Context: an optimization exercise on an open-source flow, tuned for small area and a short achievable clock period. The choices shown serve that exercise and are no tape-out recipe.

== the previous run ==
## Dot_product
module Dot_product(in, clk, reset, en, out, sel, done, ready);
==> module Adder, before the edit <==
module Adder(a, b, ci, sum);
  parameter N = 32;
  input  [N-1:0] a, b;
  input          ci;
  output [N-1:0] sum;
  localparam L = (N < 2) ? 1 : (N < 4) ? 2 : (N < 8) ? 3 : (N < 16) ? 4 : (N < 32) ? 5 : 6;    
  wire [N:0] g [0:L];
  wire [N:0] p [0:L];
  assign g[0][0] = ci;
  genvar k, i;
  generate
    for (i = 0; i < N; i = i + 1) begin : pg
      HA h(.a(a[i]), .b(b[i]), .s(p[0][i+1]), .co(g[0][i+1]));
    end
    for (k = 0; k < L; k = k + 1) begin : lvl
      for (i = 0; i <= N; i = i + 1) begin : node
        localparam integer J = ((i >> k) << k) - 1;
        if (((i >> k) & 1) == 0) begin : pass
          assign g[k+1][i] = g[k][i];
          if (i > 0) begin : pp
            assign p[k+1][i] = p[k][i];
          end
        end else if (i < (2 << k)) begin : gonly    
          GN n(.gh(g[k][i]), .ph(p[k][i]), .gl(g[k][J]), .g(g[k+1][i]));
        end else begin : full
          GN n(.gh(g[k][i]), .ph(p[k][i]), .gl(g[k][J]), .g(g[k+1][i]));
          AND2 m(.a(p[k][i]), .b(p[k][J]), .y(p[k+1][i]));
        end
      end
    end
    for (i = 0; i < N; i = i + 1) begin : sm
      XOR2 x(.a(p[0][i+1]), .b(g[L][i]), .y(sum[i]));
    end
  endgenerate
endmodule
==> module LSEL, before the edit <==
module LSEL(x, s, y, yn);
  input  x, s, y;
  output yn;
  assign yn = ~((x & s) | y);
endmodule
==> module Dot_product, before the edit <==
module Dot_product(in, clk, reset, en, out, sel, done, ready);
  input         clk, reset, en;
  input  [31:0] in;
  output [31:0] out;
  output [3:0]  sel;
  output        done, ready;
  reg  [3:0] cnt;
  reg        ph;
  reg  [2:0] rs, cs;
  wire [3:0] nsel;
  wire       nph;
  wire [2:0] nrs, ncs;
  FSM fsm(.sel(cnt), .ph(ph), .nsel(nsel), .nph(nph), .nrs(nrs), .ncs(ncs));
  always @(posedge clk or posedge reset)
    if (reset) begin
      cnt <= 4'd0;
      ph  <= 1'b0;
      rs  <= 3'b100;
      cs  <= 3'b100;
    end else if (en) begin
      cnt <= nsel;
      ph  <= nph;
      rs  <= nrs;
      cs  <= ncs;
    end
  assign sel   = cnt;
  assign ready = ~ph;
  assign done  = ph;
  reg [8:0][31:0] w;
  integer k;
  always @(posedge clk)
    for (k = 0; k < 9; k = k + 1)
      if (!ph && cnt == k) w[k] <= in;
  localparam K = 5;    
  wire [2:0][15:0] l, h;    
  genvar m, i;
  generate
    for (m = 0; m < 2; m = m + 1) begin : lane
      assign l[m] = ({16{rs[0]}} & w[m][15:0])      | ({16{rs[1]}} & w[3+m][15:0])  | ({16{rs[2]}} & w[6+m][15:0]);
      assign h[m] = ({16{cs[0]}} & w[3*m][31:16])   | ({16{cs[1]}} & w[3*m+1][31:16]) | ({16{cs[2]}} & w[3*m+2][31:16]);
    end
  endgenerate
  wire [2:0] rs2 = rs & {3{ph}};
  wire [2:0] cs2 = cs & {3{ph}};
  assign l[2] = ({16{rs2[0]}} & w[2][15:0])  | ({16{rs2[1]}} & w[5][15:0])  | ({16{rs2[2]}} & w[8][15:0]);
  assign h[2] = ({16{cs2[0]}} & w[6][31:16]) | ({16{cs2[1]}} & w[7][31:16]) | ({16{cs2[2]}} & w[8][31:16]);
  wire fi = ~ph;
  wire [15:0] a2n, b2n;
  generate
    for (i = 0; i < 16; i = i + 1) begin : sel2
      LSEL ma(.x(in[i]),      .s(fi), .y(l[2][i]), .yn(a2n[i]));
      LSEL mb(.x(in[16 + i]), .s(fi), .y(h[2][i]), .yn(b2n[i]));
    end
  endgenerate
  wire [31:0]  s;
  wire [31:K+1] c;
  wire        ci;
  Multiplier mul(.a0n(~l[0]), .b0n(~h[0]), .a1n(~l[1]), .b1n(~h[1]), .a2n(a2n), .b2n(b2n),
                 .s(s), .c(c), .ci(ci));
  reg [31:0]  rsum;
  reg [31:K+1] rcar;
  reg         rci;
  always @(posedge clk)
    if (en) begin
      rsum <= s;
      rcar <= c;
      rci  <= ci;
    end
  assign out[K:0] = rsum[K:0];
  Adder #(.N(31 - K)) add(.a(rsum[31:K+1]), .b(rcar), .ci(rci), .sum(out[31:K+1]));
endmodule
clock: 27.0 ns
lec_check: 0
cap_margin: 20
core_margin: 2
core_utilization: 65
cts_buf_list: sky130_fd_sc_hd__clkbuf_8
slew_margin: 20
synth_hierarchical: 1
synth_minimum_keep_size: 0
standard.sh (not shown) runs the stock make flow with config.mk's settings and CLKGATE_MAP_FILE= SYNTH_SCRIPT=/design/flow/synth_recipe.tcl, a recipe that flattens the netlist after the stock synthesis.
==> flow/flow/run.sh <==
#!/bin/bash
# Standard ORFS layout, with timing repair aimed below the achieved period
# (repair margin) and fast port buffers.  Each make run logs to its own file
# here; ORFS keeps every tool's log under orfs/logs/.
set -euo pipefail
bash standard.sh finish \
  SETUP_SLACK_MARGIN=18.5 \
  "BUFFER_PORTS_ARGS=-buffer_cell sky130_fd_sc_hd__buf_4" \
  > make_finish.log 2>&1
The previous run: no failed stages, no open violations at the end
Input changes introduced in the current run (baseline for comparison: the previous run):
--- a/flow/design.v
+++ b/flow/design.v
@@ -2994,32 +2994,31 @@
 module Adder(a, b, ci, sum);
   parameter N = 32;
   input  [N-1:0] a, b;
   input          ci;
   output [N-1:0] sum;
-  localparam L = (N < 2) ? 1 : (N < 4) ? 2 : (N < 8) ? 3 : (N < 16) ? 4 : (N < 32) ? 5 : 6;    
+  localparam L = $clog2(N + 1);
   wire [N:0] g [0:L];
   wire [N:0] p [0:L];
   assign g[0][0] = ci;
   genvar k, i;
   generate
     for (i = 0; i < N; i = i + 1) begin : pg
       HA h(.a(a[i]), .b(b[i]), .s(p[0][i+1]), .co(g[0][i+1]));
     end
     for (k = 0; k < L; k = k + 1) begin : lvl
       for (i = 0; i <= N; i = i + 1) begin : node
-        localparam integer J = ((i >> k) << k) - 1;
-        if (((i >> k) & 1) == 0) begin : pass
+        if (i < (1 << k)) begin : pass
           assign g[k+1][i] = g[k][i];
           if (i > 0) begin : pp
             assign p[k+1][i] = p[k][i];
           end
         end else if (i < (2 << k)) begin : gonly    
-          GN n(.gh(g[k][i]), .ph(p[k][i]), .gl(g[k][J]), .g(g[k+1][i]));
+          GN n(.gh(g[k][i]), .ph(p[k][i]), .gl(g[k][i - (1 << k)]), .g(g[k+1][i]));
         end else begin : full
-          GN n(.gh(g[k][i]), .ph(p[k][i]), .gl(g[k][J]), .g(g[k+1][i]));
-          AND2 m(.a(p[k][i]), .b(p[k][J]), .y(p[k+1][i]));
+          GN n(.gh(g[k][i]), .ph(p[k][i]), .gl(g[k][i - (1 << k)]), .g(g[k+1][i]));
+          AND2 m(.a(p[k][i]), .b(p[k][i - (1 << k)]), .y(p[k+1][i]));
         end
       end
     end
     for (i = 0; i < N; i = i + 1) begin : sm
       XOR2 x(.a(p[0][i+1]), .b(g[L][i]), .y(sum[i]));
@@ -3056,15 +3055,10 @@
 module PP(an, bn, p);
   input  an, bn;
   output p;
   assign p = ~(an | bn);
 endmodule
-module LSEL(x, s, y, yn);
-  input  x, s, y;
-  output yn;
-  assign yn = ~((x & s) | y);
-endmodule
 module FSM(sel, ph, nsel, nph, nrs, ncs);
   input      [3:0] sel;
   input            ph;
   output     [3:0] nsel;
   output           nph;
@@ -3118,36 +3112,31 @@
   reg [8:0][31:0] w;
   integer k;
   always @(posedge clk)
     for (k = 0; k < 9; k = k + 1)
       if (!ph && cnt == k) w[k] <= in;
+  wire from_in = ~ph;    
   localparam K = 5;    
-  wire [2:0][15:0] l, h;    
-  genvar m, i;
+  wire [2:0][15:0] an, bn;    
+  genvar m;
   generate
-    for (m = 0; m < 2; m = m + 1) begin : lane
-      assign l[m] = ({16{rs[0]}} & w[m][15:0])      | ({16{rs[1]}} & w[3+m][15:0])  | ({16{rs[2]}} & w[6+m][15:0]);
-      assign h[m] = ({16{cs[0]}} & w[3*m][31:16])   | ({16{cs[1]}} & w[3*m+1][31:16]) | ({16{cs[2]}} & w[3*m+2][31:16]);
-    end
-  endgenerate
-  wire [2:0] rs2 = rs & {3{ph}};
-  wire [2:0] cs2 = cs & {3{ph}};
-  assign l[2] = ({16{rs2[0]}} & w[2][15:0])  | ({16{rs2[1]}} & w[5][15:0])  | ({16{rs2[2]}} & w[8][15:0]);
-  assign h[2] = ({16{cs2[0]}} & w[6][31:16]) | ({16{cs2[1]}} & w[7][31:16]) | ({16{cs2[2]}} & w[8][31:16]);
-  wire fi = ~ph;
-  wire [15:0] a2n, b2n;
-  generate
-    for (i = 0; i < 16; i = i + 1) begin : sel2
-      LSEL ma(.x(in[i]),      .s(fi), .y(l[2][i]), .yn(a2n[i]));
-      LSEL mb(.x(in[16 + i]), .s(fi), .y(h[2][i]), .yn(b2n[i]));
+    for (m = 0; m < 3; m = m + 1) begin : lane
+      wire [15:0] l = ({16{rs[0]}} & w[m][15:0])      | ({16{rs[1]}} & w[3+m][15:0])  | ({16{rs[2]}} & w[6+m][15:0]);
+      wire [15:0] h = ({16{cs[0]}} & w[3*m][31:16])   | ({16{cs[1]}} & w[3*m+1][31:16]) | ({16{cs[2]}} & w[3*m+2][31:16]);
+      if (m == 2) begin : late
+        assign an[m] = ~(from_in ? in[15:0]  : l);
+        assign bn[m] = ~(from_in ? in[31:16] : h);
+      end else begin : early
+        assign an[m] = ~l;
+        assign bn[m] = ~h;
+      end
     end
   endgenerate
   wire [31:0]  s;
   wire [31:K+1] c;
   wire        ci;
-  Multiplier mul(.a0n(~l[0]), .b0n(~h[0]), .a1n(~l[1]), .b1n(~h[1]), .a2n(a2n), .b2n(b2n),
-                 .s(s), .c(c), .ci(ci));
+  Multiplier mul(.a0n(an[0]), .b0n(bn[0]), .a1n(an[1]), .b1n(bn[1]), .a2n(an[2]), .b2n(bn[2]), .s(s), .c(c), .ci(ci));
   reg [31:0]  rsum;
   reg [31:K+1] rcar;
   reg         rci;
   always @(posedge clk)
     if (en) begin
### Flow results
Diff the previous run -> the current run: share of synthesized area spent on multiplexers did not really move; largest net degree at the start of global routing essentially unchanged.
The previous run has completed all stages; timing, DRC and antenna checks passed.
The current run closes out successfully: all stages finished, all timing, DRC and antenna checks passed.
Against the previous run, the current run comes in about 3.2% lower on routed length on met3.
The current run against the previous run: global-route usage now larger; minimum period implied by the final worst setup slack went down by 16 ps.
Relative to the previous run, utilization of the core after routing has gone up in the current run.
Required time at the endpoint of the critical path: the current run < the previous run
Max critical path arrival across the current run and the previous run: the previous run
Against the previous run, the current run comes in 510 um2 higher on total die area.
Met1 wire length, the current run and the previous run: smaller value in the previous run
Post-detailed-route wirelength per cell, the current run and the previous run, higher one = the current run.
No functional check of the RTL was part of any run of this note.

[separate check: timing with driven ports]
In the flow no input, the clock included, has a driving cell. The finished layouts below were timed again as built, in two steps.
Step 1, drivers: a clkbuf_16 drives clk and a buf_2 each remaining input, both assumed.
Step 2 times the ports against the registers' clock, not the clock port: input delays grow and output delays shrink by t, the midpoint of the rising clock arrivals with the driver on.
Three values: no drivers, after step 1, after step 2; two values: the first two.
| run | t (ns) | setup WS [ns] | hold WS [ns] | clock arrival spread, ns | worst data-port slew with drivers (ns) |
|---|---|---|---|---|---|
| the previous run | 0.730 | 18.525 / 18.554 / 17.824 | 0.830 / 0.830 / 0.830 | 0.045 / 0.045 | 0.08 |
| the current run | 0.718 | 18.541 / 18.568 / 17.850 | 0.861 / 0.861 / 0.861 | 0.062 / 0.062 | 0.07 |
After both steps every run listed still meets setup and hold. For the previous run, which loses most, drivers alone change the setup slack by +0.029 ns; drivers and shift together by -0.701 ns.
